From an optimization exercise on the open Yosys and OpenROAD flow, aimed at small area, a short achievable clock period and few clock cycles; shortcuts taken in it are not production practice.
Only simulation tests tie the RTL to the original design; equivalence was not proved.
No activity file was given, so power comes from the tool's default toggle rates.

**flow/design.v**
```verilog
module alu (
    input  logic [31:0] a,
    input  logic [31:0] b,
    input  logic [4:0]  sa,
    input  logic        sub,
    input  logic [3:0]  tt,
    input  logic        arith,
    input  logic [1:0]  cmp,
    input  logic [3:0]  fsel,    
    input  logic        ld,
    input  logic [31:0] ldata,
    output logic [31:0] result
);
    logic [32:0] s;
    ks_add #(.W(32)) add_i (.a(a), .b(b ^ {32{sub}}), .ci(sub), .s(s[31:0]), .co(s[32]));
    wire ltu = ~s[32];
    wire lt  = (a[31] ^ b[31]) ? a[31] : s[31];
    wire eq  = (a == b);
    logic cbit;
    always_comb
        case (cmp)
            2'd0: cbit = ltu;
            2'd1: cbit = lt;
            2'd2: cbit = eq;
            default: cbit = ~eq;
        endcase
    logic [31:0] lg;
    always_comb
        for (int i = 0; i < 32; i++) lg[i] = tt[{a[i], b[i]}];
    wire         dl   = b[31];
    wire         big  = dl ? ~&b[30:5] : |b[30:5];
    wire         fill = arith & a[31] & ~dl;
    wire [63:0]  v    = dl ? {a, 32'b0} : {{32{fill}}, a};
    wire [47:0]  t16  = sa[4] ? v[63:16]  : v[47:0];
    wire [39:0]  t8   = sa[3] ? t16[47:8] : t16[39:0];
    wire [35:0]  t4   = sa[2] ? t8[39:4]  : t8[35:0];
    wire [33:0]  t2   = sa[1] ? t4[35:2]  : t4[33:0];
    wire [31:0]  t1   = sa[0] ? t2[33:1]  : t2[31:0];
    wire [31:0]  sh   = big ? {32{fill}} : t1;
    assign result = ({32{fsel[0]}} & s[31:0])
                  | ({32{fsel[1]}} & lg)
                  | ({32{fsel[2]}} & sh)
                  | {31'b0, fsel[3] & cbit}
                  | ({32{ld}} & ldata);
endmodule
module ks_add #(parameter int W = 13) (
    input  logic [W-1:0] a,
    input  logic [W-1:0] b,
    input  logic         ci,
    output logic [W-1:0] s,
    output logic         co
);
    localparam int L = (W + 1 <= 2) ? 1 : (W + 1 <= 4) ? 2 : (W + 1 <= 8) ? 3 :
                       (W + 1 <= 16) ? 4 : (W + 1 <= 32) ? 5 : 6;    
    logic [W:0] g [0:L];
    logic [W:0] p [0:L];
    assign g[0][0] = ci;
    assign p[0][0] = 1'b0;
    assign g[0][W:1] = a & b;
    assign p[0][W:1] = a ^ b;
    for (genvar k = 0; k < L; k++) begin : g_lvl
        for (genvar i = 0; i <= W; i++) begin : g_bit
            if (i >= (1 << k)) begin : g_op
                assign g[k+1][i] = g[k][i] | (p[k][i] & g[k][i - (1 << k)]);
                assign p[k+1][i] = p[k][i] & p[k][i - (1 << k)];
            end else begin : g_pass
                assign g[k+1][i] = g[k][i];
                assign p[k+1][i] = p[k][i];
            end
        end
    end
    assign s  = p[0][W:1] ^ g[L][W-1:0];
    assign co = g[L][W];
endmodule
module reg_file (
    input  logic        clk,
    input  logic        reset,
    input  logic        hold,    
    input  logic [4:0]  ra,      
    input  logic [4:0]  rb,
    input  logic [4:0]  fra,     
    input  logic [4:0]  frb0,    
    input  logic [4:0]  frb1,
    input  logic        frb_sel,
    input  logic        pwe,     
    input  logic [4:0]  pwa,
    input  logic [4:0]  wa,      
    input  logic [31:0] wd,
    input  logic        we,
    output logic [31:0] rda,
    output logic [31:0] rdb
);
    logic [31:1][31:0] regs;
    logic [31:1]       vld;
    logic [31:1]       sa, sb;
    logic              ha, hb;
    for (genvar i = 1; i < 32; i++) begin : g_reg
        wire wi = we && wa == i;
        always_ff @(posedge clk)
            if (wi) regs[i] <= wd;
        always_ff @(posedge clk or posedge reset)
            if (reset) vld[i] <= 1'b0;
            else if (wi) vld[i] <= 1'b1;
        wire ra_i = ra == i, fra_i = fra == i;
        wire rb_i = rb == i, fb0_i = frb0 == i, fb1_i = frb1 == i;
        wire fb_i = frb_sel ? fb0_i : fb1_i;
        wire nw_i = !(pwe && pwa == i);
        always_ff @(posedge clk) begin
            sa[i] <= (hold ? ra_i : fra_i) && (vld[i] || wi) && nw_i;
            sb[i] <= (hold ? rb_i : fb_i) && (vld[i] || wi) && nw_i;
        end
    end
    wire ha_d = pwe && pwa == ra, ha_f = pwe && pwa == fra;
    wire hb_d = pwe && pwa == rb, hb_0 = pwe && pwa == frb0, hb_1 = pwe && pwa == frb1;
    always_ff @(posedge clk) begin
        ha <= hold ? ha_d : ha_f;
        hb <= hold ? hb_d : (frb_sel ? hb_0 : hb_1);
    end
    logic [31:0] ora, orb;
    always_comb begin
        ora = 32'b0;
        orb = 32'b0;
        for (int i = 1; i < 32; i++) begin
            ora = ora | (regs[i] & {32{sa[i]}});
            orb = orb | (regs[i] & {32{sb[i]}});
        end
    end
    assign rda = ora | (wd & {32{ha}});
    assign rdb = orb | (wd & {32{hb}});
endmodule
module cpu(
    input  logic        clk,
    input  logic        reset,
    output logic [12:0] imem_addr,
    input  logic [31:0] imem_rdata,
    output logic [16:0] dmem_addr,
    output logic        dmem_we,
    output logic [31:0] dmem_wdata,
    input  logic [31:0] dmem_rdata,
    output logic        halted
);
    localparam logic [4:0] ADD = 5'd0, SUB = 5'd1, AND = 5'd2, OR = 5'd3, XOR = 5'd4,
        SLOG = 5'd5, SARI = 5'd6, ILTU = 5'd7, ILT = 5'd8, EQ = 5'd9, NEQ = 5'd10,
        ADDI = 5'd11, ANDI = 5'd12, ORI = 5'd13, XORI = 5'd14, SLOGI = 5'd15, SARII = 5'd16,
        ILTUI = 5'd17, ILTI = 5'd18, EQI = 5'd19, NEQI = 5'd20, LW = 5'd21, SW = 5'd22,
        BT = 5'd23, BF = 5'd24, JAL = 5'd25, JALR = 5'd26, LI = 5'd27, LUI = 5'd28,
        AUIPC = 5'd29, ECALL = 5'd30, EBREAK = 5'd31;
    logic [12:0] pc;                  
    logic        d_valid;
    logic [31:0] d_ir;
    logic [12:0] d_pc;
    logic        d_ldok;              
    logic        e_wr;                
    logic [4:0]  e_rd;
    logic        e_ld;
    logic [31:0] e_a, e_b;
    logic [4:0]  e_sa;                
    logic        e_sub, e_arith;
    logic [3:0]  e_tt;
    logic [1:0]  e_cmp;
    logic [3:0]  e_fsel;
    logic        w_wr;
    logic [4:0]  w_rd;
    logic [31:0] w_res;
    logic [16:0] ma;
    logic        mwe;
    logic [31:0] mwd;
    logic        halt_r;
    logic [12:0] pc_o;
    logic        halt_o;              
    assign imem_addr  = pc_o;
    assign dmem_addr  = ma;
    assign dmem_we    = mwe;
    assign dmem_wdata = mwd;
    assign halted     = halt_o;
    localparam logic [4:0] R_LAST = NEQ;
    wire       f_rtype = imem_rdata[4:0] <= R_LAST;
    wire [4:0]  f_op   = imem_rdata[4:0];
    wire        f_jump = f_op == JAL || ((f_op == BT || f_op == BF) && imem_rdata[31]);
    logic [12:0] f_tgt;
    ks_add #(.W(13)) add_f (.a(pc), .b(imem_rdata[27:15]), .ci(1'b0), .s(f_tgt), .co());
    wire [12:0] pc_inc = pc + 13'd1;
    wire [4:0]  op   = d_ir[4:0];
    wire [4:0]  rd   = d_ir[9:5];
    wire [4:0]  ra   = d_ir[14:10];
    wire [16:0] imm  = d_ir[31:15];
    wire rtype  = op <= R_LAST;
    wire is_sw  = op == SW;
    wire is_lw  = op == LW;
    wire is_bt  = op == BT;
    wire is_br  = op == BT || op == BF;
    wire is_jal = op == JAL;
    wire is_jr  = op == JALR;
    wire is_eb  = op == EBREAK;
    wire uses_a = op <= NEQI || is_br || is_jr || op == AUIPC || op == ECALL;
    wire writes = op <= LW || (op >= JAL && op <= ECALL);
    wire simm_op = op == ADDI || op == SLOGI || op == SARII || op == ILTI;
    wire is_sh   = op == SLOG || op == SARI || op == SLOGI || op == SARII;
    logic [31:0] rda, rdb;
    logic [31:0] res;                 
    assign res = alu_res;
    logic [31:0] alu_res;
    reg_file rf (
        .clk(clk), .reset(reset),
        .hold(stall), .ra(ra), .rb(d_rb),
        .fra(imem_rdata[14:10]), .frb0(imem_rdata[19:15]), .frb1(imem_rdata[9:5]),
        .frb_sel(f_rtype),
        .pwe(e_wr), .pwa(e_rd),
        .wa(w_rd), .wd(w_res), .we(w_wr),
        .rda(rda), .rdb(rdb)
    );
    wire hz_a = e_wr && e_rd == ra;      
    wire [4:0] d_rb = rtype ? d_ir[19:15] : rd;    
    wire hz_b = e_wr && e_rd == d_rb;    
    wire neg     = imm[16];
    wire [12:0] d_link = d_pc + 13'd1;
    wire [31:0] zb = e_b ^ {32{e_sub}};
    wire [31:0] zp = e_a ^ zb;
    wire [31:0] zk = {e_a[30:0] | zb[30:0], e_sub};
    wire zero_e  = &(zp ~^ zk);
    wire hz_br   = hz_a && !e_fsel[0];   
    wire zero_a  = hz_a ? zero_e : (rda == 32'b0);
    wire cond_d  = zero_a ^ is_bt;
    wire br_fix  = is_br && !hz_br && (cond_d ^ neg);
    logic [12:0] tgt_pc, tgt_jr;
    ks_add #(.W(13)) add_p (.a(d_pc), .b(imm[12:0]), .ci(1'b0), .s(tgt_pc), .co());
    ks_add #(.W(13)) add_j (.a(rda[12:0]), .b(imm[12:0]), .ci(1'b0), .s(tgt_jr), .co());
    wire [12:0] tgt    = is_jr ? tgt_jr : (neg ? d_link : tgt_pc);
    wire stall = d_valid && (is_eb || (is_jr && hz_a) || (is_br && hz_br) || (is_lw && !d_ldok));
    wire redir = d_valid && ((is_jr && !hz_a) || br_fix);
    wire adv   = d_valid && !stall;
    logic [31:0] bval;
    always_comb begin
        if (rtype)                    bval = rdb;
        else if (op == LUI)           bval = {imm[14:0], 17'b0};
        else if (is_jal || is_jr)     bval = {19'b0, d_link};
        else if (simm_op)             bval = {{15{imm[16]}}, imm};
        else                          bval = {15'b0, imm};
    end
    logic       c_sub, c_arith;
    logic [3:0] c_tt;
    logic [1:0] c_cmp;
    logic [3:0] c_fsel;
    always_comb begin
        c_sub = 1'b0; c_arith = 1'b0; c_tt = 4'b1010; c_cmp = 2'd0; c_fsel = 4'b0010;
        case (op)
            ADD, ADDI:        c_fsel = 4'b0001;
            SUB:              begin c_fsel = 4'b0001; c_sub = 1'b1; end
            AND, ANDI:        c_tt = 4'b1000;
            OR, ORI:          c_tt = 4'b1110;
            XOR, XORI:        c_tt = 4'b0110;
            SLOG, SLOGI:      c_fsel = 4'b0100;
            SARI, SARII:      begin c_fsel = 4'b0100; c_arith = 1'b1; end
            ILTU, ILTUI:      begin c_fsel = 4'b1000; c_sub = 1'b1; c_cmp = 2'd0; end
            ILT, ILTI:        begin c_fsel = 4'b1000; c_sub = 1'b1; c_cmp = 2'd1; end
            EQ, EQI:          begin c_fsel = 4'b1000; c_cmp = 2'd2; end
            NEQ, NEQI:        begin c_fsel = 4'b1000; c_cmp = 2'd3; end
            LW:               c_fsel = 4'b0000;
            AUIPC, ECALL:     c_tt = 4'b1100;
            default:          c_tt = 4'b1010;    
        endcase
    end
    always_ff @(posedge clk or posedge reset) begin
        if (reset) begin
            pc      <= 13'd0;
            d_valid <= 1'b0;
        end else if (!stall) begin
            pc      <= redir ? tgt : (f_jump ? f_tgt : pc_inc);
            d_valid <= !redir;
        end
    end
    always_ff @(posedge clk) begin
        if (reset) halt_o <= 1'b0;
        else       halt_o <= halt_r || (d_valid && is_eb);
    end
    always_ff @(posedge clk) begin
        if (reset)       pc_o <= 13'd0;
        else if (!stall) pc_o <= redir ? tgt : (f_jump ? f_tgt : pc_inc);
    end
    always_ff @(posedge clk) begin
        if (!stall) begin
            d_ir <= imem_rdata;
            d_pc <= pc;
        end
    end
    wire sel_d = d_valid && (is_sw || (is_lw && !d_ldok));
    always_ff @(posedge clk) begin
        ma     <= sel_d ? imm : imem_rdata[31:15];
        d_ldok <= !sel_d || (d_valid && is_lw);
        mwd    <= hz_b ? res : rdb;
    end
    always_ff @(posedge clk or posedge reset) begin
        if (reset) begin
            e_wr   <= 1'b0;
            mwe    <= 1'b0;
            halt_r <= 1'b0;
        end else begin
            e_wr   <= adv && writes && rd != 5'd0;
            mwe    <= adv && is_sw;
            halt_r <= halt_r || (d_valid && is_eb);
        end
    end
    always_ff @(posedge clk) begin
        e_rd    <= rd;
        e_ld    <= is_lw;
        e_a     <= (uses_a && hz_a) ? res : rda;
        e_b     <= (rtype && hz_b) ? res : bval;
        e_sa    <= (rtype && hz_b) ? res[4:0] : (is_sh ? bval[4:0] : 5'b0);
        e_sub   <= c_sub;
        e_arith <= c_arith;
        e_tt    <= c_tt;
        e_cmp   <= c_cmp;
        e_fsel  <= c_fsel;
    end
    alu alu_i (
        .a(e_a), .b(e_b), .sa(e_sa), .ld(e_ld), .ldata(dmem_rdata), .sub(e_sub), .tt(e_tt), .arith(e_arith), .cmp(e_cmp),
        .fsel(e_fsel), .result(alu_res)
    );
    always_ff @(posedge clk or posedge reset) begin
        if (reset) w_wr <= 1'b0;
        else       w_wr <= e_wr;
    end
    always_ff @(posedge clk) begin
        w_rd  <= e_rd;
        w_res <= res;
    end
endmodule
```
**flow/flow/run.sh**
```bash
#!/bin/bash
# Standard layout, with timing repair told to aim for a setup slack margin well above
# the design's (the clock period and constraints stay the design's). Each step's log
# is kept in this folder.
set -euo pipefail
MARGIN=${MARGIN:-10.0}
bash standard.sh synth > synth.log 2>&1
bash standard.sh SETUP_SLACK_MARGIN=$MARGIN finish > layout.log 2>&1
```
**flow/standard.sh**
```bash
#!/bin/bash
# synth_recipe.tcl (not shown) runs the flow's synth.tcl, then flattens the netlist and writes it again
# the make line also repeats each setting of config.mk as NAME=value (left out here)
make -C /OpenROAD-flow-scripts/flow DESIGN_CONFIG=/design/flow/config.mk WORK_HOME=/design/flow/orfs CLKGATE_MAP_FILE= SYNTH_SCRIPT=/design/flow/synth_recipe.tcl "${@:-finish}"
```
**flow/config.mk**
```make
export PLATFORM = sky130hd
export DESIGN_NAME = cpu
export DESIGN_NICKNAME = cpu
export VERILOG_FILES = /design/flow/design.v
export SDC_FILE = /design/flow/constraint.sdc
export NUM_CORES = 4
export LEC_CHECK = 0
export CAP_MARGIN = 20
export CORE_MARGIN = 2
export CORE_UTILIZATION = 40
export CTS_CLUSTER_DIAMETER = 150
export CTS_CLUSTER_SIZE = 20
export PLACE_DENSITY = 0.55
export SLEW_MARGIN = 20
export SYNTH_HIERARCHICAL = 1
```
**flow/constraint.sdc**
```tcl
create_clock -name core_clock -period 14.0 [get_ports {clk}]
set_input_delay 2.8000 -clock core_clock [delete_from_list [all_inputs] [get_ports {clk}]]
set_output_delay 2.8000 -clock core_clock [all_outputs]
set_load 0.01 [all_outputs]
```
==> results of run 1 <==
[repair_timing]
item | CTS | global route
setup endpoints to repair | 262 | 210
hold buffers | 0 | 0
setup buffers | 57 | 112
pin swaps | 48 | 110
gates resized for setup | 637 | 314
cloned | 2 | 16
[report_power, final]
part,internal (uW),switching (uW)
sequential,4740,462
combinational,1320,2050
clock,1060,1390
total,7130,3900
[metrics by stage]
step / utilization [%] / hold WS, ps
floorplan: - / 358
CTS: 45.5 / 427
detailed placement: 43.1 / 408
finish: 47.2 / 437
global placement: 43.1 / 406
global route: 47.2 / 443
[cell type report]
class / count / area [sq um] / area share (%)
multi-input cells: 3451 / 27900 / 36.7
flip-flops and latches: 1337 / 37700 / 49.7
well taps: 2160 / 2700 / 3.56
inverters: 75 / 290 / 0.383
clock inverters: 7 / 124 / 0.163
diodes: 16 / 40.0 / 0.0528
repair buffers: 488 / 5030 / 6.63
clock buffers: 127 / 2140 / 2.82
[how the worst max path moves through the flow]
| stage | end | slack (ps) | cells after the start | from |
|---|---|---|---|---|
| after floorplan | pc_o[9] | 9660 | 9 | imem_rdata[16] |
| after global placement | rf.hb | 8710 | 8 | imem_rdata[0] |
| after detailed placement | rf.hb | 8660 | 7 | imem_rdata[2] |
| after CTS | dmem_wdata[11] | 9910 | 1 | mwd[11] |
| after global routing | pc_o[9] | 9860 | 10 | imem_rdata[15] |
| final | pc[8] | 9880 | 13 | rf.sa[17] |
[state kept, by name (all words and copies together) (netlist names), 4 cells and up]
signal   cells
d_ir        32
d_pc        13
e_a         32
e_b         32
e_fsel       4
e_rd         5
e_sa         5
ma          17
mwd         32
pc          13
pc_o        13
rf.regs    992
rf.sa       31
rf.sb       31
rf.vld      31
w_rd         5
w_res       32
[critical path, stage by stage (launching register included)]
cell and delay, ps:
sky130_fd_sc_hd__dfxtp_2 340, sky130_fd_sc_hd__buf_12 170, sky130_fd_sc_hd__a22oi_1 290, sky130_fd_sc_hd__nand4_1 120, sky130_fd_sc_hd__or4_4 700, sky130_fd_sc_hd__buf_6 180
sky130_fd_sc_hd__nor4_4 200, sky130_fd_sc_hd__nand4_1 240, sky130_fd_sc_hd__buf_4 200, sky130_fd_sc_hd__or2_4 250, sky130_fd_sc_hd__a221o_2 420, sky130_fd_sc_hd__o211ai_4 210
sky130_fd_sc_hd__nand2_1 270, sky130_fd_sc_hd__o221ai_1 290
[per-layer routing]
layer,vias up,global-route usage [%]
li1,21800,-
met1,28100,47.4
met2,5705,55.5
met3,1498,13.5
met4,24,21.9
met5,-,0
==> impl.org, run 1 <==
** Detailed routing
- In the routed design, unresolved DRC markers number 0.
- Using the TritonRoute via totals, the vias-per-cell ratio works out to 7.46.
- The detailed router placed 57,200 vias in this run.
- Remaining number of nets flagged by the antenna check after routing :: 0
- The detailed router put a total of 114,000 microns of wire on met1.
- Routed met3 length :: 50,900 microns
- The final layout contains routed wiring with a total length of 330,000 microns.
- First-pass detailed-route iteration total :: 9
- Iteration-0 DRC count of the detailed router :: 12,200
- In this run the top signal layer used is met5.
- Summed over all nets, wire length on met2 after detailed routing comes to 138,000 microns.
- Post-detailed-route wirelength per cell :: 43.0 microns

** Global route
- Vias in the first global route :: 52,000
- The first global-routing pass estimated 432,000 microns of wire.
- The number of antenna violations at the first check in global routing came to 21.
- Across every metal layer, demand over resource in global routing totals 37.6%.
- Maximum number of pins on one net before global-route repair :: 66
- Global route overflow :: 0

** STA
- Setup violations remaining at the end of the flow were counted as 0.
- The smallest clock period supported by the final layout is computed as 4120 ps.
- Between clock sinks in the finished design, the worst skew comes to 60.4 ps.
- For the pin with the worst max-slew slack, the measured transition is 1330 ps.
- Final clock period utilization by the worst path :: 29.4%
- Measured against its own limit, the worst slew margin works out to 11.5%.
- Setup TNS :: 0 ps
- The number of failing hold endpoints at the final stage came to 0.
- Timing would allow up to 0.243 GHz.
- Unrepaired setup endpoints after global routing :: yes
- Worst setup margin :: 9880 ps
- The max-slew violation count came to 0.

** Power and ir drop
- Pleak :: 0.0248 uW
- Across the VDD grid, the largest voltage drop is 0.121 mV.
- Pwr dens :: 145 nW/um^2
- Power, Total :: 11,000 uW

** Clocking
- Number of clock buffers inserted by TritonCTS :: 77
- Clock latency on the worst-skew pair, taken at its later pin, is 750 ps.
- Post-CTS clock slew at the launch and capture registers of the worst setup and hold paths :: 100 ps
- In this run the number of H-tree levels came out at 3.
- TritonCTS built the clock tree.
- Deepest clock path buffer count :: 3
- Clock tree root buffer cell :: sky130_fd_sc_hd__clkbuf_16
- Clock Sink Count :: 1,337

** Status
- The flow ran to the end and the layout has no timing, DRC or antenna violations.

** Placement
- Once placement completed, the tool counted placed cells totaling 7,324.
- IO buf count :: 129
- Cell area after placement :: 69,300 sq um
- Post-Place Worst Slack :: 8660 ps
- Detailed placement finished with a half-perimeter wire length of 179,000 microns.
- Routability-driven placement finished with a final weighted congestion of 0.996.

** Die
- Io pins :: 130
- Initial Util :: 40.4%
- The floorplan step defined a die boundary enclosing 165,000 sq um.
- Die span in y :: 407 microns
- The floorplan has 147 rows.
- The floorplan step set the die width to 407 microns.
- Core Box Area :: 161,000 sq um

** Yosys
- In this run the cell area of the synthesized design comes to 64,900 sq um.
- Syn Area/Cell :: 12.4 sq um
- Count of synthesis-stage warnings from yosys :: 18
- Gate Count Post-Synth :: 5,219

** Final layout
- Cell Count, Final, Fillers Out :: 7,661
- The finished cells cover 75,900 sq um.
- Area growth from synthesis to layout :: 16.9%
- For this run, the post-layout net count is 5,611.
- In the final layout, the share of cells above drive strength 1 is 22.8%.
- In the layout the commonest cells are sky130_fd_sc_hd__edfxtp_1 (1,037), sky130_fd_sc_hd__a22oi_1 (989), sky130_fd_sc_hd__nand4_1 (305).
- The filler cells instantiated in the layout total 14,400.
- Leaving out fill and tap cells, the most frequent cell in the layout is sky130_fd_sc_hd__edfxtp_1.

** Worst hold path
- Counting instances, the worst hold path has a depth of 0.
- The min-delay analysis places its worst path in the category flop to flop.
- The worst hold path terminates at e_rd[3].
- Startpoint of the worst hold path :: d_ir[8]

** Setup path
- Category of the worst setup path launch point :: flop
- For the worst setup path, the data arrival time is 4770 ps.
- In this run the register-to-register setup slack is 9880 ps.
- End of the worst register-to-register path :: pc[8]
- Number of cells traversed by the worst register-to-register path :: 13
- In this run the critical register-to-register path is launched from rf.sa[17].
- Data on the critical path is required at its endpoint by 14,650 ps.
- The critical path is of the flop to flop type.
- Critical-path maximum fanout :: 32
- Kind of end point of the critical path :: flop

** Flow run
- Max-cap violations in this run came to 0.
Testbench counts, summed over its fixed seeds: cycles 49,418.
==> inputs of run 2 (changes only) <==
--- a/flow/design.v
+++ b/flow/design.v
@@ -150,3 +150,4 @@
     logic [31:0] d_ir;
-    logic [12:0] d_pc;
+    logic [12:0] d_link;              
+    logic [12:0] d_tgt;               
     logic        d_ldok;              
@@ -215,3 +216,2 @@
     wire neg     = imm[16];
-    wire [12:0] d_link = d_pc + 13'd1;
     wire [31:0] zb = e_b ^ {32{e_sub}};
@@ -224,6 +224,5 @@
     wire br_fix  = is_br && !hz_br && (cond_d ^ neg);
-    logic [12:0] tgt_pc, tgt_jr;
-    ks_add #(.W(13)) add_p (.a(d_pc), .b(imm[12:0]), .ci(1'b0), .s(tgt_pc), .co());
+    logic [12:0] tgt_jr;
     ks_add #(.W(13)) add_j (.a(rda[12:0]), .b(imm[12:0]), .ci(1'b0), .s(tgt_jr), .co());
-    wire [12:0] tgt    = is_jr ? tgt_jr : (neg ? d_link : tgt_pc);
+    wire [12:0] tgt    = is_jr ? tgt_jr : (neg ? d_link : d_tgt);
     wire stall = d_valid && (is_eb || (is_jr && hz_a) || (is_br && hz_br) || (is_lw && !d_ldok));
@@ -282,3 +281,4 @@
             d_ir <= imem_rdata;
-            d_pc <= pc;
+            d_link <= pc_inc;
+            d_tgt  <= f_tgt;
         end
==> run 2 against run 1 <==
  * Area after synthesis decreased by 1.5%
  * Count of clock-buffer cells in the layout increased by 8
  * Sequential power grew 2%
  * Final area decreased by 3.3%
  * Critical path type is now input port to flop
  * Highest routed layer unchanged
==> impl.org, run 2 <==
** Final layout
- Most common library cell in the layout ignoring fill and taps :: sky130_fd_sc_hd__edfxtp_1
- After routing the design area is 73,400 sq um.
- Flip-flop count of the largest register after layout :: 992
- rf.regs holds more flip-flops than any other register.
- The final layout contains 5,298 nets.
- In the layout the commonest cells are sky130_fd_sc_hd__edfxtp_1 (1,050), sky130_fd_sc_hd__a22oi_1 (1,023), sky130_fd_sc_hd__nand4_1 (298).
- Filler cells :: 14,100
- In the final layout, the share of cells above drive strength 1 is 21.6%.
- Area growth from synthesis to layout :: 14.7%

** Placement
- In this run the tool buffered the top-level ports with 129 buffer cells.
- Detailed placement finished with a half-perimeter wire length of 168,000 microns.
- Last weighted congestion value of the routability-driven placer :: 0.953
- In this run the cell area measured after placement is 68,200 sq um.

** Worst hold path
- Min-delay worst type :: flop to flop

** Clocking
- Post-CTS clock slew at the launch and capture registers of the worst setup and hold paths :: 90 ps
- The tree is rooted in a sky130_fd_sc_hd__clkbuf_16.
- CTS Hold Bufs :: 0
- For this design, the sink count on the clock tree is 1,350.
- CTS tree :: built
- Clock latency on the worst-skew pair, taken at its later pin, is 770 ps.
- Deepest clock path buffer count :: 3
- TritonCTS created 77 clock buffers.
- H-tree depth reported by CTS :: 3

** Yosys
- Count of synthesis-stage warnings from yosys :: 18
- A synthesized cell averages 12.8 sq um.
- In the synthesized netlist, the number of instances is 4,996.
- Syn Std Cell Area :: 63,900 sq um

** Status
- Result of the run :: finished clean

** Global route
- Vias in the first global route :: 50,800
- Summed over all layers, the global routing overflow is 0.
- The number of antenna violations at the first check in global routing is 18.
- Global routing used 36.7% of the available tracks across all layers.
- First-pass GRT wire length :: 417,000 microns
- Maximum number of pins on one net before global-route repair :: 75

** Power and ir drop
- The clock network is responsible for 23.2% of the overall power.
- The analysis attributes to net switching a power of 3700 uW.
- Pleak :: 0.0241 uW
- Net switching is 34.2% of the power.
- Power share of the sequential group :: 49.0%
- Internal power comes to 7100 uW.
- Portion of total power attributed to combinational logic :: 27.9%
- The completed layout was analyzed and its total power is 10,800 uW.
- The worst-case IR drop observed on VDD is 0.0898 mV.
- Pwr dens :: 147 nW/um^2

** Setup path
- Worst setup path category :: input port to flop
- Sequence of cells on the critical path :: buf_8, fa_2, a211oi_4, o211ai_1, a31o_2, a21oi_4, xnor2_2, mux2i_1, a2111oi_1
- Slowest-stage cell, CP :: sky130_fd_sc_hd__a2111oi_1
- Arrival time at the worst endpoint :: 4760 ps
- Crit path buf inv count :: 1
- STA classifies the critical path startpoint as an input port.
- Highest cell delay on the worst timing path :: 390 ps
- STA classifies the critical path endpoint as a flop.
- Category of cells accounting for the largest share of critical-path delay :: compound AO/OA/AOI/OAI gates
- Data required time of the critical path :: 14,610 ps
- Setup slack on the worst flop-to-flop path :: 9890 ps
- Critical-path maximum fanout :: 2

** STA
- The max-slew violation count was 0.
- Setup TNS :: 0 ps
- Final count of hold timing violations :: 0
- Transition time at the pin with the least slew margin :: 1210 ps
- Headroom to the max-slew limit came out at 19.6%.
- The final critical path takes up 29.6% of the cycle.
- Setup repair after global routing could not meet its margin everywhere.
- Final worst path period need :: 4140 ps
- Highest Clock Rate :: 0.241 GHz
- Number of failing setup endpoints in the final timing report :: 0
- Across the routed clock network, the largest skew measured is 66.3 ps.
- Worst Hold Slack :: 411 ps

** Detailed routing
- Sum of routed wire length over all layers :: 313,000 microns
- Routed via count :: 54,700
- The detail route stage leaves a number of antenna-violating nets equal to 0.
- For this run, the detailed router's first-pass iteration total came to 12.
- In the routed design, unresolved DRC markers number 0.
- Post-detailed-route wirelength per cell :: 43.0 microns
- Via count normalized by instance count :: 7.51
- Iteration-0 DRC count of the detailed router :: 11,200

** Die
- Die Outline Area :: 163,000 sq um
- The floorplan has 146 rows.
- The initial utilization of the core area, before any placement, comes to 40.3%.
- Io pins :: 130
- Core Box Area :: 159,000 sq um
- Die span in y :: 404 microns
- In this run the horizontal extent of the chip is 404 microns.

** Flow run
- Count of maximum capacitance violations :: 0
[run 2: final timing paths]
path / startpoint / end / cells past startpoint
hold reg to reg: d_ir[8] / e_rd[3] / 0
setup reg to reg: rf.sa[1] / pc_o[9] / 13
setup / recovery: imem_rdata[15] / pc_o[9] / 9
max in group asynchronous: reset / pc[8] / 3
hold / removal: d_ir[8] / e_rd[3] / 0
min in group asynchronous: reset / d_valid / 2
[run 2: power groups by stage]
stage / logic [uW] / registers, uW / clock network (uW)
after floorplan: 1500 / 5170 / 0
after global placement: 2520 / 5320 / 0
after detailed placement: 2530 / 5310 / 0
after CTS: 2690 / 5250 / 2490
after global routing: 3140 / 5290 / 2630
final: 3010 / 5290 / 2500
[run 2: final cells by class]
type / instances / area (sq um) / area share [%]
Tap cell: 2072 / 2590 / 3.53
Clock buffer: 135 / 2150 / 2.94
Inverter: 69 / 264 / 0.360
Multi-Input combinational cell: 3234 / 26300 / 35.9
Timing Repair Buffer: 400 / 3770 / 5.14
Antenna cell: 14 / 35.0 / 0.0478
Clock inverter: 8 / 154 / 0.210
Sequential cell: 1350 / 38100 / 51.9
[run 2: timing repair]
action | 4_1_cts | 5_1_grt
setup buffers | 51 | 61
setup endpoints to repair | 278 | 190
pin swaps | 59 | 84
gates cloned | 3 | 2
resized for setup | 593 | 257
[run 2: per-stage QoR]
stage | cells | util [%] | setup slack [ps]
floorplan | 5004 | - | 9430
global placement | 7008 | 43.0 | 8570
detailed placement | 7008 | 43.0 | 8550
CTS | 7205 | 45.3 | 9840
global route | 7271 | 46.2 | 9760
finish | 7282 | 46.3 | 9860
[run 2: worst register-to-register path, cell delays in order, from the launching register on]
cell and delay, ps:
sky130_fd_sc_hd__dfxtp_2 320, sky130_fd_sc_hd__buf_6 300, sky130_fd_sc_hd__a22oi_1 320, sky130_fd_sc_hd__nand4_1 200, sky130_fd_sc_hd__or4_4 590, sky130_fd_sc_hd__fa_2 450, sky130_fd_sc_hd__a211oi_2 280, sky130_fd_sc_hd__o211ai_1 180
sky130_fd_sc_hd__a31o_2 260, sky130_fd_sc_hd__a21oi_1 180, sky130_fd_sc_hd__xnor2_1 180, sky130_fd_sc_hd__o21ai_0 130, sky130_fd_sc_hd__and3_1 210, sky130_fd_sc_hd__a2111oi_1 400
[run 2: routing by layer]
layer / track usage (%) / wire length [microns]
met5: 0.476 / 182
met4: 24.0 / 26900
met3: 12.9 / 45900
met2: 54.8 / 133000
met1: 44.8 / 107000
Testbench counts of run 2, summed over its fixed seeds: cycles 49,418.
==> inputs of run 3 (changes only) <==
--- a/flow/flow/run.sh
+++ b/flow/flow/run.sh
@@ -5,3 +5,3 @@
 set -euo pipefail
-MARGIN=${MARGIN:-10.0}
+MARGIN=${MARGIN:-9.7}
 bash standard.sh synth > synth.log 2>&1
==> run 3 against run 2 <==
  * Highest routed layer unchanged
  * Cell count shrank 1.1%
  * Critical path depth shrank 3
  * Critical endpoint is now e_b[12]
  * Still clean on timing, DRC and antenna
  * Area after synthesis is the same
  * Wire length shrank 0.16%
  * Sequential cell count is the same
  * Final area shrank 2.9%
  * Largest cell class unchanged
  * Fmax shrank 5.3%
  * Global-route usage grew 0.44 points
  * Worst hold slack gained 2.4 ps
==> impl.org, run 3 <==
** Status
- Result of the run :: finished clean

** STA
- Headroom to the max-slew limit came out at 18.8%.
- Final count of hold timing violations :: 0
- Max-slew violation count :: 0
- Setup repair after global routing left no endpoint under its margin.
- The worst path in the final design needs a cycle of 4380 ps, including I/O delays and setup.
- Clock skew on the completed layout was measured at 106 ps.
- Number of failing setup endpoints in the final timing report :: 0
- Across all setup checks in the final design, the least slack found is 9620 ps.
- Final clock period utilization by the worst path :: 31.3%
- Highest Clock Rate :: 0.228 GHz
- For the pin with the worst max-slew slack, the measured transition is 1200 ps.
- Hold timing on the final database bottoms out at a slack of 413 ps.
- Setup TNS :: 0 ps

** Setup path
- For this design, the slowest cell found on the critical path is sky130_fd_sc_hd__a222oi_1.
- Highest cell delay on the worst timing path :: 810 ps
- Sequence of cells on the critical path :: clkdlybuf4s50_1, a222oi_1, o31ai_1, buf_4, mux2_4, o2bb2ai_1
- Grouping stages by cell kind, the critical path spends the most delay in compound AO/OA/AOI/OAI gates.
- Kind of end point of the critical path :: flop
- Of all nets on the critical path, the largest fanout is 3.
- Across all register-to-register paths, the minimum setup slack is 9660 ps.
- Category of the worst setup path launch point :: input port
- Arrival time at the worst endpoint :: 5040 ps
- Worst setup path category :: input port to flop
- Crit path buf inv count :: 2
- Data required time of the critical path :: 14,660 ps

** Detailed routing
- Using the TritonRoute via totals, the vias-per-cell ratio works out to 7.54.
- Across all layers, the routed design uses 54,300 vias.
- Sum of routed wire length over all layers :: 313,000 microns
- In this run, the number of DRC markers left after iteration 0 of detailed routing was 11,400.
- In the final routing, the length of wire on met1 measures 107,000 microns.
- In the final routed layout, each cell accounts on average for 43.4 microns.
- Total length of routed met2 wires :: 131,000 microns
- For this run, design rule violations remaining after detail routing come to 0.
- The first detailed-routing pass ran for 14 iterations.
- The routed design uses 47,600 microns of met3 wire.
- DR top layer :: met5
- The count of nets left with antenna violations once routing finished came out at 0.

** Clocking
- Clock tree synthesis found a total of 1,350 sinks.
- Post-CTS clock slew at the launch and capture registers of the worst setup and hold paths :: 100 ps
- The later pin in the worst-skew pair is clocked with a latency of 790 ps.
- Number of clock buffers inserted by TritonCTS :: 77
- Counting along the longest clock path gives a buffer depth of 3.
- Clock tree root buffer cell :: sky130_fd_sc_hd__clkbuf_16
- H-tree depth reported by CTS :: 3
- TritonCTS built the clock tree.

** Power and ir drop
- Max VDD drop :: 0.101 mV
- For this design the ratio of total power to cell area is 147 nW/um^2.
- The clock network accounts for 23.8% of the total power.
- Switching share of total power :: 34.3%
- Summing internal, switching and leakage power gives 10,500 uW.
- Summed over all cells, the static leakage comes to 0.0233 uW.
- Net switching power :: 3590 uW
- Portion of total power attributed to combinational logic :: 25.9%
- Per report_power, the sequential group accounts for 50.2% of the total.
- Internal power :: 6870 uW

** Final layout
- Fraction of final layout cells sized beyond drive strength 1 :: 15.3%
- The register with the most flip-flops in the layout has 992 of them.
- Ranked by flip-flop count, first place goes to rf.regs.
- Registers take 37,900 sq um.
- The final layout contains 5,217 nets.
- Area growth from synthesis to layout :: 11.4%
- Filler cells :: 14,400
- Most frequent cells in the layout :: sky130_fd_sc_hd__edfxtp_1 (1,050), sky130_fd_sc_hd__a22oi_1 (1,039), sky130_fd_sc_hd__nand4_1 (298)
- Multi-input combinational cell area :: 25,200 sq um
- Most common library cell in the layout ignoring fill and taps :: sky130_fd_sc_hd__edfxtp_1

** Yosys
- Yosys printed 18 warnings.
- Syn Std Cell Area :: 63,900 sq um
- Counting every instance in the synthesized netlist gives 4,996.
- Syn Area/Cell :: 12.8 sq um

** Die
- Die Outline Area :: 163,000 sq um
- Initial Util :: 40.3%
- Width of the die :: 404 microns
- Floorplan row count :: 146
- The total area inside the core boundary comes to 159,000 sq um.
- Die span in y :: 404 microns
- Io pins :: 130

** Placement
- Post-Place Worst Slack :: 8370 ps
- Placed wire-length estimate :: 168,000 microns
- The congestion estimate from routability-driven global placement came to 0.994.
- During placement, the flow inserted port buffers numbering 129.

** Global route
- Global route overflow :: 0
- First-pass GRT wire length :: 420,000 microns
- The number of global-route vias before repair is 50,700.
- Entering global routing, the biggest net connects 65 pins.
- The number of antenna violations at the first check in global routing was 20.
- Global routing used 37.1% of the available tracks across all layers.

** Flow run
- Count of maximum capacitance violations :: 0

** Worst hold path
- Min-delay worst type :: flop to flop
[run 3: power by group through the flow]
| stage | sequential (uW) | combinational (uW) | clock [uW] |
|---|---|---|---|
| after floorplan | 5170 | 1480 | 0 |
| after global placement | 5320 | 2520 | 0 |
| after detailed placement | 5320 | 2530 | 0 |
| after CTS | 5230 | 2550 | 2490 |
| after global routing | 5280 | 2820 | 2630 |
| final | 5260 | 2720 | 2490 |
[run 3: final timing paths]
kind / to / cells after the start / startpoint
hold / removal: e_rd[1] / 0 / d_ir[6]
min in group asynchronous: pc[11] / 3 / reset
hold reg to reg: e_rd[1] / 0 / d_ir[6]
setup / recovery: e_b[12] / 6 / dmem_rdata[12]
setup reg to reg: pc_o[12] / 13 / rf.sa[3]
max in group asynchronous: rf.vld[22] / 3 / reset
[run 3: layer usage]
| layer | GRT usage [%] | vias up |
|---|---|---|
| met5 | 0.922 | - |
| li1 | - | 20600 |
| met3 | 13.5 | 1610 |
| met4 | 24.2 | 19 |
| met2 | 54.5 | 5551 |
| met1 | 45.9 | 26600 |
[run 3: what timing repair did]
action | 4_1_cts | 5_1_grt
hold buffers | 0 | 0
buffers inserted | 10 | 18
gates cloned | 3 | 0
endpoints found under the setup margin | 236 | 98
pin swaps | 17 | 20
gates resized for setup | 155 | 96
[run 3: worst reg2reg max path: stages, from the launching register on]
cell and delay, ps:
sky130_fd_sc_hd__dfxtp_4 520, sky130_fd_sc_hd__buf_4 450, sky130_fd_sc_hd__a22oi_1 290, sky130_fd_sc_hd__nand4_1 150, sky130_fd_sc_hd__or4_4 670, sky130_fd_sc_hd__nor4_1 310, sky130_fd_sc_hd__nand2_1 230, sky130_fd_sc_hd__nor4_4 410
sky130_fd_sc_hd__a31o_2 220, sky130_fd_sc_hd__a211o_1 110, sky130_fd_sc_hd__buf_6 260, sky130_fd_sc_hd__o21ai_4 170, sky130_fd_sc_hd__buf_4 180, sky130_fd_sc_hd__a2111oi_2 340
[run 3: cell type report]
type                            instances  share of cell area [%]
Timing Repair Buffer                  319                    3.96
Clock buffer                          132                    3.00
Sequential cell                      1350                    53.3
Tap cell                             2072                    3.64
Inverter                               69                   0.374
Antenna cell                           16                  0.0562
Clock inverter                          9                   0.274
Multi-Input combinational cell       3234                    35.4
[run 3: stage by stage]
step | instances | util [%] | instance area, sq um
after floorplan | 5004 | - | 64100
after global placement | 7012 | 42.9 | 68000
after detailed placement | 7012 | 42.9 | 68000
after CTS | 7166 | 44.6 | 70600
after global routing | 7185 | 44.9 | 71200
final | 7201 | 44.9 | 71200
==> inputs of run 4 (changes only) <==
--- a/flow/flow/run.sh
+++ b/flow/flow/run.sh
@@ -5,3 +5,3 @@
 set -euo pipefail
-MARGIN=${MARGIN:-9.7}
+MARGIN=${MARGIN:-10.0}
 bash standard.sh synth > synth.log 2>&1
--- a/flow/config.mk
+++ b/flow/config.mk
@@ -12,3 +12,3 @@
 export CTS_CLUSTER_SIZE = 20
-export PLACE_DENSITY = 0.55
+export PLACE_DENSITY = 0.62
 export SLEW_MARGIN = 20
==> run 4 against run 3 <==
  * Still clean
  * Sequential share of layout area down 1.3 points
  * Power up 3.3%
  * Sequential cell count unchanged
  * Final area up 3.0%
  * Non-clock buffer count up 66
  * Cell count up 0.87%
  * Register-to-register slack better by 190 ps
  * Wire length down 1.5%
  * Combinational power up about 10%
  * Fmax up 5.0%
  * Highest routed layer unchanged
==> impl.org, run 4 <==
** Status
- The flow ran to the end and the layout has no timing, DRC or antenna violations.

** Final layout
- Cell Count, Final, Fillers Out :: 7,264
- Area growth from synthesis to layout :: 14.7%
- Fraction of final layout cells sized beyond drive strength 1 :: 21.9%
- Most frequent cells in the layout :: sky130_fd_sc_hd__edfxtp_1 (1,050), sky130_fd_sc_hd__a22oi_1 (1,033), sky130_fd_sc_hd__nand4_1 (298)
- After the last flow step, the layout net total stands at 5,286.
- Filler cells :: 14,000
- Flip-flop count of the largest register after layout :: 992
- rf.regs holds more flip-flops than any other register.
- Most common library cell in the layout ignoring fill and taps :: sky130_fd_sc_hd__edfxtp_1

** Yosys
- Yosys printed 18 warnings.
- Summing every instance area after synthesis gives 63,900 sq um.
- Synthesis produced 4,996 cells.
- Syn Area/Cell :: 12.8 sq um

** Detailed routing
- First-pass detailed-route iteration total :: 12
- Post-detailed-route wirelength per cell :: 42.4 microns
- Once detail routing completed, the nets flagged for antenna violations numbered 0.
- Sum of routed wire length over all layers :: 308,000 microns
- Routed via count :: 55,300
- After detailed routing, the number of vias per cell comes to 7.61.
- For this run, design rule violations remaining after detail routing come to 0.
- Iteration-0 DRC count of the detailed router :: 12,200

** STA
- Final clock period utilization by the worst path :: 29.8%
- The worst pin sits at a relative slew slack of 16.8%.
- Unrepaired setup endpoints after global routing :: yes
- Final count of hold timing violations :: 0
- Final worst path period need :: 4170 ps
- Number of failing setup endpoints in the final timing report :: 0
- For this run, the top clock speed supported by timing is 0.240 GHz.
- In the final timing run, aggregate negative setup slack is 0 ps.
- Worst clock skew :: 81.2 ps
- The max-slew violation count was 0.
- Transition time at the pin with the least slew margin :: 1250 ps

** Die
- The die covers 163,000 sq um.
- Core Box Area :: 159,000 sq um
- Measured along the x axis, the die boundary spans 404 microns.
- Die span in y :: 404 microns
- 130 I/O pins were placed.
- The floorplan has 146 rows.
- Initial Util :: 40.3%

** Global route
- First-pass GRT wire length :: 412,000 microns
- Entering global routing, the biggest net connects 66 pins.
- Vias in the first global route :: 51,200
- Summed over all layers, the global routing overflow is 0.
- The number of antenna violations at the first check in global routing is 19.
- Total global routing track utilization :: 36.1%

** Flow run
- Count of maximum capacitance violations :: 0

** Setup path
- Crit path buf inv count :: 1
- Category of cells accounting for the largest share of critical-path delay :: compound AO/OA/AOI/OAI gates
- The signal on the critical path passes through clkbuf_2, a222oi_1, o21ai_1, mux2_4, a21o_1.
- Critical-path maximum fanout :: 2
- Slowest-stage cell, CP :: sky130_fd_sc_hd__a222oi_1
- For the worst setup path, the data required time is 14,650 ps.
- Worst setup path category :: input port to flop
- At the worst endpoint, the arrival time is 4820 ps.
- Category of the worst setup path launch point :: input port
- Highest cell delay on the worst timing path :: 1040 ps
- Kind of end point of the critical path :: flop

** Clocking
- CTS Hold Bufs :: 0
- Clock Sink Count :: 1,350
- CTS tree :: built
- In this run the number of H-tree levels came out at 3.
- In this run the deepest clock path goes through 3 buffers.
- Post-CTS clock slew at the launch and capture registers of the worst setup and hold paths :: 100 ps
- The clock reaches the later pin of the worst-skew pair after 760 ps.
- Clock tree root buffer cell :: sky130_fd_sc_hd__clkbuf_16
- Buffers inserted during clock tree synthesis total 77.

** Power and ir drop
- Pleak :: 0.0239 uW
- For this design the ratio of total power to cell area is 147 nW/um^2.
- VDD sags by at most 0.111 mV.
- Total power for the finished layout comes to 10,800 uW.

** Placement
- Routability-driven placement finished with a final weighted congestion of 1.03.
- After legalization and detailed placement, the total HPWL measured 165,000 microns.
- IO buf count :: 129
- Placed cells :: 6,998

** Worst hold path
- Min-delay worst type :: flop to flop
-- run 4: worst paths after layout --
kind | from | endpoint | slack (ps) | depth (start not counted)
max in group asynchronous | reset | e_wr | 10900 | 2
hold / removal | d_ir[9] | e_rd[4] | 420 | 0
setup reg to reg | e_sub | e_b[16] | 9850 | 13
min in group asynchronous | reset | pc[3] | 2600 | 2
setup / recovery | dmem_rdata[16] | e_b[16] | 9830 | 5
hold reg to reg | d_ir[9] | e_rd[4] | 420 | 0
-- run 4: layout make-up --
type	instances	area, sq um	share of cell area, %
flip-flops and latches	1350	38100	52.0
multi-input cells	3236	26400	35.9
repair buffers	385	3670	5.00
well taps	2072	2590	3.54
clock buffers	128	2140	2.92
inverters	69	268	0.365
clock inverters	8	153	0.208
diodes	15	37.5	0.0512
repair inverters	1	5.00	0.00683
-- run 4: stage by stage --
step                instance area, sq um  setup slack, ps  hold WS [ps]  util (%)
global route                       73300             9850           430      46.2
finish                             73300             9830           416      46.2
detailed placement                 68200             8570           394      43.0
floorplan                          64300             9430           355         -
CTS                                71600             9810           411      45.1
global placement                   68200             8630           385      43.0
-- run 4: timing repair --
action	4_1_cts	5_1_grt
cloned	4	1
resized for setup	584	269
pin swaps	44	82
endpoints found under the setup margin	282	196
setup buffers	48	61
-- run 4: report_power, final --
part / total [uW] / internal [uW] / leakage (uW) / switching, uW
sequential: 5350 / 4810 / 0.0123 / 543
clock: 2460 / 1070 / 0.00109 / 1390
combinational: 3000 / 1220 / 0.0105 / 1780
total: 10800 / 7100 / 0.0239 / 3710
-- run 4: metal layers --
layer | wire (microns) | vias to the layer above | GRT usage, %
met2 | 125000 | 6111 | 51.1
met1 | 101000 | 26700 | 44.0
met3 | 54500 | 1712 | 16.5
li1 | - | 20700 | -
met5 | 557 | - | 0.684
met4 | 27100 | 22 | 23.9
==> inputs of run 5 (changes only) <==
--- a/flow/design.v
+++ b/flow/design.v
@@ -227,3 +227,4 @@
     wire [12:0] tgt    = is_jr ? tgt_jr : (neg ? d_link : d_tgt);
-    wire stall = d_valid && (is_eb || (is_jr && hz_a) || (is_br && hz_br) || (is_lw && !d_ldok));
+    wire stall = d_valid && (is_eb || (is_jr && hz_a) || (is_br && hz_br) || (is_sw && hz_b) ||
+                             (is_lw && !d_ldok));
     wire redir = d_valid && ((is_jr && !hz_a) || br_fix);
@@ -289,3 +290,3 @@
         d_ldok <= !sel_d || (d_valid && is_lw);
-        mwd    <= hz_b ? res : rdb;
+        mwd    <= rdb;
     end
--- a/flow/config.mk
+++ b/flow/config.mk
@@ -9,6 +9,6 @@
 export CORE_MARGIN = 2
-export CORE_UTILIZATION = 40
+export CORE_UTILIZATION = 35
 export CTS_CLUSTER_DIAMETER = 150
 export CTS_CLUSTER_SIZE = 20
-export PLACE_DENSITY = 0.62
+export PLACE_DENSITY = 0.5
 export SLEW_MARGIN = 20
==> run 5 against run 4 <==
  * Die area is 14% higher
  * Clock skew is 28 ps lower
  * Still clean
  * Fmax is 1.5% lower
  * Sequential cell count stayed put
  * Worst setup slack worse by 64 ps
  * Sequential share of layout area is 2.3 points lower
  * Area after synthesis is 0.29% lower
  * Via count is 1.6% higher
  * Critical path type is now flop to flop
  * Worst hold slack better by 58 ps
  * First-iteration DRC count is 11% lower
  * Global-route usage is 1.0 points lower
  * Count of clock-buffer cells in the layout is 10 higher
==> impl.org, run 5 <==
** Power and ir drop
- Summed over all cells, the static leakage comes to 0.0253 uW.
- Max VDD drop :: 0.102 mV
- Pwr dens :: 144 nW/um^2

** Placement
- The congestion estimate from routability-driven global placement came to 0.986.
- Placed wire-length estimate :: 190,000 microns
- Buffers placed on the I/O ports in this run total 129.
- Post-Place Worst Slack :: 8220 ps
- In this run the cell area measured after placement is 68,700 sq um.

** STA
- The smallest clock period supported by the final layout is computed as 4230 ps.
- Max-slew violation count :: 0
- Unrepaired setup endpoints after global routing :: yes
- Highest Clock Rate :: 0.236 GHz
- Of the available clock period, the critical path in the final layout requires 30.2%.
- Transition time at the pin with the least slew margin :: 1220 ps
- Final hold analysis gives a worst-case slack of 474 ps.
- Worst slew margin relative to its limit :: 18.5%
- Worst clock skew :: 53.0 ps
- The number of failing hold endpoints at the final stage is 0.
- Summed over all failing endpoints, the final setup total negative slack is 0 ps.
- Setup violations remaining at the end of the flow were counted as 0.
- Worst setup margin :: 9770 ps

** Final layout
- The register with the most flip-flops in the layout has 992 of them.
- The area growth from synthesis to layout is 20.2%.
- The net count of the finished layout is 5,502.
- The top cell types in the final layout, fill and taps aside, are sky130_fd_sc_hd__edfxtp_1 (1,050), sky130_fd_sc_hd__a22oi_1 (999), sky130_fd_sc_hd__buf_4 (348).
- Of the cells placed in the final design, the portion with a size suffix greater than 1 is 25.6%.
- The library cell used most frequently in the layout, excluding fill and tap cells, is sky130_fd_sc_hd__edfxtp_1.
- More flip-flops sit in one register than any other, and that register is rf.regs.
- Summing all non-filler instances in the final layout gives an area of 76,600 sq um.
- For this run, the share of the core covered by cells in the final layout is 42.3%.
- After filler insertion, the fill cell instance count of the layout stands at 16,600.

** Die
- Die span in y :: 431 microns
- Pin placement for this block handled 130 I/O pins.
- In this run the core area contains 156 standard-cell rows.
- Width of the die :: 431 microns
- Core Box Area :: 181,000 sq um
- Initial Util :: 35.2%
- Die Outline Area :: 186,000 sq um

** Yosys
- During synthesis, Yosys emitted a total of 18 warnings.
- Syn Area/Cell :: 12.8 sq um
- In the synthesized netlist, the number of instances is 4,990.
- Syn Std Cell Area :: 63,700 sq um

** Clocking
- Clock Sink Count :: 1,350
- The tree is rooted in a sky130_fd_sc_hd__clkbuf_16.
- In this run the number of H-tree levels came out at 3.
- Deepest clock path buffer count :: 3
- Clock latency (worst-skew pair) :: 750 ps
- TritonCTS built the clock tree.
- CTS Hold Bufs :: 0
- In this run, CTS created clock tree buffers numbering 77.
- Clock-pin slew was measured on the worst setup and hold paths at 90 ps.

** Global route
- The number of antenna violations at the first check in global routing came to 15.
- Global routing finished with a remaining overflow of 0.
- Maximum number of pins on one net before global-route repair :: 65
- The first global-routing pass estimated 449,000 microns of wire.
- Total global routing track utilization :: 35.1%
- Vias in the first global route :: 51,800

** Setup path
- The worst register-to-register path has a setup slack of 9770 ps.
- Number of cells traversed by the worst register-to-register path :: 15
- Kind of end point of the critical path :: flop
- Data arrives at the worst endpoint at 4870 ps.
- Worst setup path category :: flop to flop
- The startpoint identified for the worst register-to-register timing path is rf.sa[3].
- Data required time of the critical path :: 14,630 ps
- Of all nets on the critical path, the largest fanout is 7.
- Category of the worst setup path launch point :: flop
- The worst register-to-register path ends at pc_o[8].

** Detailed routing
- Via count normalized by instance count :: 7.21
- Remaining number of nets flagged by the antenna check after routing :: 0
- For this run, design rule violations remaining after detail routing come to 0.
- Iteration-0 DRC count of the detailed router :: 10,900
- Sum of routed wire length over all layers :: 341,000 microns
- The first detailed-routing pass ran for 12 iterations.
- The routed layout has 56,200 vias.
- After detailed routing, the average wire length per cell comes to 43.7 microns.

** Worst hold path
- The path class of the tightest hold or removal check is flop to flop.
- WHS Endpoint :: e_rd[0]
- Number of instances on the worst hold path :: 0
- Startpoint of the worst hold path :: d_ir[5]

** Flow run
- Count of maximum capacitance violations :: 0

** Status
- Result of the run :: finished clean
run 5: cell types whose count changed in the layout (fill, tap and decap cells not counted), sizes merged, moves of 21 or more:
cell / previous run / this run
xor2: 102 / 76
o21ai: 95 / 116
buf: 329 / 534
xnor2: 97 / 127
mux2: 111 / 82
a21oi: 108 / 144
run 5: final cells by class:
type	instances	area (sq um)	area share (%)
clock buffers	138	2200	2.87
flip-flops and latches	1350	38000	49.6
repair buffers	608	6410	8.36
multi-input cells	3230	26600	34.7
well taps	2370	2970	3.87
repair inverters	1	7.51	0.00980
inverters	69	270	0.353
clock inverters	6	103	0.134
diodes	17	42.5	0.0555
run 5: worst max path at each step:
stage | startpoint | end | slack (ps) | cells after the start
3_3_place_gp | d_ir[0] | rf.sa[2] | 7860 | 13
4_1_cts | rf.sa[13] | pc[11] | 9810 | 14
2_1_floorplan | imem_rdata[24] | pc_o[12] | 9570 | 9
5_1_grt | rf.sa[3] | pc_o[10] | 9750 | 15
3_5_place_dp | d_ir[0] | rf.sa[13] | 8220 | 14
6_report | rf.sa[3] | pc_o[8] | 9770 | 15
run 5: power by group:
part / internal, uW / switching [uW]
sequential: 4810 / 413
combinational: 1280 / 2000
clock: 1090 / 1430
run 5: critical path, stage by stage (launching register included):
cell,delay (ps)
sky130_fd_sc_hd__dfxtp_4,360
sky130_fd_sc_hd__buf_12,140
sky130_fd_sc_hd__buf_16,140
sky130_fd_sc_hd__a22oi_1,200
sky130_fd_sc_hd__nand4_1,120
sky130_fd_sc_hd__or4_4,610
sky130_fd_sc_hd__nor4_4,460
sky130_fd_sc_hd__nand4_1,440
sky130_fd_sc_hd__a211o_1,450
sky130_fd_sc_hd__o311a_1,150
sky130_fd_sc_hd__o21ba_4,230
sky130_fd_sc_hd__o21ai_4,220
sky130_fd_sc_hd__buf_6,150
sky130_fd_sc_hd__nor2_4,50
sky130_fd_sc_hd__buf_12,150
sky130_fd_sc_hd__a221oi_2,240
run 5: timing repair:
item                                    CTS  global route
gates cloned                             16             5
setup buffers                           177            82
endpoints found under the hold margin     0             0
endpoints found under the setup margin  290           166
resized for setup                       750           290
pin swaps                                79           120
run 5: through the flow:
step	total power, uW	instances
2_1_floorplan	6690	4998
3_3_place_gp	7980	7348
3_5_place_dp	7980	7348
4_1_cts	10600	7685
5_1_grt	11300	7775
6_report	11000	7789
run 5: per-layer routing:
metal,vias up,global-route usage [%],part of all wire [%]
met1,27700,42.6,34
met2,5550,51.4,42
met4,12,23.3,9.0
met3,1698,13.9,15
li1,21200,-,-
met5,-,0.625,0.081
Testbench counts of run 5, summed over its fixed seeds: cycles 49,465.
==> inputs of run 6 (changes only) <==
--- a/flow/flow/run.sh
+++ b/flow/flow/run.sh
@@ -5,3 +5,3 @@
 set -euo pipefail
-MARGIN=${MARGIN:-10.0}
+MARGIN=${MARGIN:-9.8}
 bash standard.sh synth > synth.log 2>&1
--- a/flow/config.mk
+++ b/flow/config.mk
@@ -9,6 +9,6 @@
 export CORE_MARGIN = 2
-export CORE_UTILIZATION = 35
+export CORE_UTILIZATION = 40
 export CTS_CLUSTER_DIAMETER = 150
 export CTS_CLUSTER_SIZE = 20
-export PLACE_DENSITY = 0.5
+export PLACE_DENSITY = 0.55
 export SLEW_MARGIN = 20
==> run 6 against run 5 <==
  * Still clean
  * Global-route usage increased by 2.8 points
  * Fmax is 2.6% lower
  * Cell count shrank 6.5%
  * Utilization is 3.5 points higher
  * Register-to-register slack got worse by 110 ps
  * Critical path type unchanged
  * Count of clock-buffer cells in the layout down 3
  * Sequential power about the same
  * Sequential share of layout area rose by 2.7 points
  * Area after synthesis did not move
  * Worst hold slack worse by 57 ps
==> impl.org, run 6 <==
** Status
- Result of the run :: finished clean

** STA
- Final clock period utilization by the worst path :: 31.1%
- Highest Clock Rate :: 0.230 GHz
- Final count of hold timing violations :: 0
- For the pin with the worst max-slew slack, the measured transition is 1260 ps.
- Measured against its own limit, the worst slew margin works out to 16.0%.
- Setup violations remaining at the end of the flow were counted as 0.
- The routed design could run at a clock period as short as 4350 ps.
- Setup repair after global routing could not meet its margin everywhere.
- Setup TNS :: 0 ps
- The max-slew violation count came to 0.
- Clock skew on the completed layout was measured at 55.4 ps.

** Setup path
- Critical-path maximum fanout :: 32
- Traced cell by cell, the critical path runs through buf_6, a22oi_1, nand4_1, or4_4, nor4_2, nand4_1, a211o_1, o31ai_4, o21ai_4, buf_6, or3_1, o2111a_1.
- Arrival time at the worst endpoint :: 4980 ps
- On the critical path, the stage with the largest delay is an instance of sky130_fd_sc_hd__or4_4.
- Highest cell delay on the worst timing path :: 660 ps
- Worst setup path category :: flop to flop
- The worst setup path is captured at a flop.
- Category of the worst setup path launch point :: flop
- Crit path buf inv count :: 2
- The kind of cell with the highest combined delay along the critical path is simple AND/OR/NAND/NOR gates.
- At the worst endpoint, the required time is 14,630 ps.

** Detailed routing
- Iteration-0 DRC count of the detailed router :: 12,800
- # DRC :: 0
- Routed via count :: 55,000
- Sum of routed wire length over all layers :: 320,000 microns
- Remaining number of nets flagged by the antenna check after routing :: 0
- Using the TritonRoute via totals, the vias-per-cell ratio works out to 7.55.
- The first detailed-routing pass ran for 14 iterations.
- Post-detailed-route wirelength per cell :: 43.9 microns

** Worst hold path
- Min-delay worst type :: flop to flop

** Power and ir drop
- Power spread over the standard cell area amounts to 147 nW/um^2.
- The analysis attributes to cell leakage a power of 0.0238 uW.
- Power, Total :: 10,600 uW
- Max VDD drop :: 0.0948 mV

** Clocking
- TritonCTS built the clock tree.
- Deepest clock path buffer count :: 3
- Post-CTS clock slew at the launch and capture registers of the worst setup and hold paths :: 100 ps
- At the later pin of the worst-skew pair, clock insertion delay measures 730 ps.
- CTS built an H-tree with a depth of 3.
- Clock tree root buffer cell :: sky130_fd_sc_hd__clkbuf_16
- CTS saw 1,350 sinks.
- Number of clock buffers inserted by TritonCTS :: 79
- CTS Hold Bufs :: 0

** Final layout
- For this run, the number of standard cells in the final layout without fillers is 7,286.
- Flip-flop count of the largest register after layout :: 992
- Largest register by flop count :: rf.regs
- For this run, the share of the core covered by cells in the final layout is 45.8%.
- Most frequent cells in the layout :: sky130_fd_sc_hd__edfxtp_1 (1,050), sky130_fd_sc_hd__a22oi_1 (1,026), sky130_fd_sc_hd__nand4_1 (288)
- Area growth from synthesis to layout :: 13.8%
- The library cell used most frequently in the layout, excluding fill and tap cells, is sky130_fd_sc_hd__edfxtp_1.
- In the final design database the tool counted 5,302 nets.
- Fraction of final layout cells sized beyond drive strength 1 :: 17.9%

** Die
- Die span in y :: 403 microns
- Width of the die :: 403 microns
- 130 I/O pins were placed.
- Core Box Area :: 158,000 sq um
- Floorplan row count :: 146
- Once the floorplan was initialized, standard cells occupied 40.2% of the core.
- The die covers 163,000 sq um.

** Yosys
- Syn Area/Cell :: 12.8 sq um
- Syn Std Cell Area :: 63,700 sq um
- Gate Count Post-Synth :: 4,990
- During synthesis, Yosys emitted a total of 18 warnings.

** Global route
- The number of global-route vias before repair was 51,000.
- Entering global routing, the biggest net connects 65 pins.
- The first global-routing pass estimated 427,000 microns of wire.
- Global route overflow :: 0
- Across every metal layer, demand over resource in global routing totals 37.9%.
- Antenna violations before repair :: 24

** Placement
- Summed over all nets, the half-perimeter wirelength after detailed placement is 178,000 microns.
- At the end of routability-driven placement, the weighted congestion stood at 0.984.
- After detailed placement, the design holds a cell count of 7,021.
- IO buf count :: 129

** Flow run
- The tool flagged a number of max-cap violations equal to 0.
## run 6: stage by stage
step                setup slack (ps)  hold WS (ps)  area, sq um
finish                          9650           417        72500
floorplan                       9570           365        63900
CTS                             9790           414        71500
detailed placement              8570           394        67900
global placement                8600           377        67900
global route                    9700           432        72500
## run 6: where the power goes
part	internal, uW	switching, uW	leakage [uW]
logic	1080	1820	0.0104
registers	4800	421	0.0123
clock network	1100	1420	0.00111
total	6990	3660	0.0238
## run 6: worst paths after layout
kind | depth (start not counted) | end | from | slack, ps
setup / recovery | 12 | pc_o[1] | rf.sa[22] | 9650
hold / removal | 0 | e_rd[0] | d_ir[5] | 420
setup reg to reg | 12 | pc_o[1] | rf.sa[22] | 9650
hold reg to reg | 0 | e_rd[0] | d_ir[5] | 420
max in group asynchronous | 3 | rf.vld[2] | reset | 10950
min in group asynchronous | 3 | pc[1] | reset | 2700
## run 6: final cells by class
cell class | instances | area, sq um
tap | 2072 | 2590
inverter | 69 | 263
antenna | 14 | 35.0
timing repair buffer | 407 | 3890
clock buffer | 135 | 2210
sequential | 1350 | 38000
clock inverter | 9 | 139
fill | 14200 | 85800
multi-input combinational | 3230 | 25400
## run 6: per-layer routing
layer  up-vias  global-route usage (%)  routed length (microns)
met5         -                    1.01                      404
met4        24                    25.3                    28600
met3      1737                    15.8                    51400
met2      5761                    54.6                   131000
met1     26700                    46.2                   108000
li1      20800                       -                        -
## run 6: timing repair
action,CTS,global route
pin swaps,30,40
buffers inserted,40,62
gates resized for setup,313,146
endpoints found under the setup margin,258,121
cloned,5,0

what the ideal ports hide:
In the flow no input, the clock included, has a driving cell. The finished layouts below were timed again as built, in two steps.
Step 1, drivers: a clkbuf_16 drives clk and a buf_2 each remaining input, both assumed.
Step 2 adds t to the input delays and takes it off the output delays; t is the mean of the earliest and latest rising clock arrival at the registers after step 1. Input paths then give back, and output paths get back, about the clock's delay inside the block.
Slacks: ideal / step 1 / step 2; pairs: ideal / step 1.
run	shift t [ns]	setup WS [ns]	latest minus earliest clock arrival (ns)
run 1	0.806	9.881 / 9.848 / 9.181	0.061 / 0.061
run 2	0.824	9.856 / 9.829 / 9.061	0.068 / 0.068
run 3	0.820	9.622 / 9.596 / 8.856	0.107 / 0.107
run 4	0.795	9.829 / 9.847 / 9.080	0.085 / 0.084
run 5	0.803	9.765 / 9.765 / 9.067	0.068 / 0.067
run 6	0.792	9.651 / 9.651 / 9.036	0.068 / 0.068
After both steps every run listed still meets setup and hold. The setup slack of run 2, which loses most, moves by -0.027 ns with the drivers and by -0.795 ns with both steps.
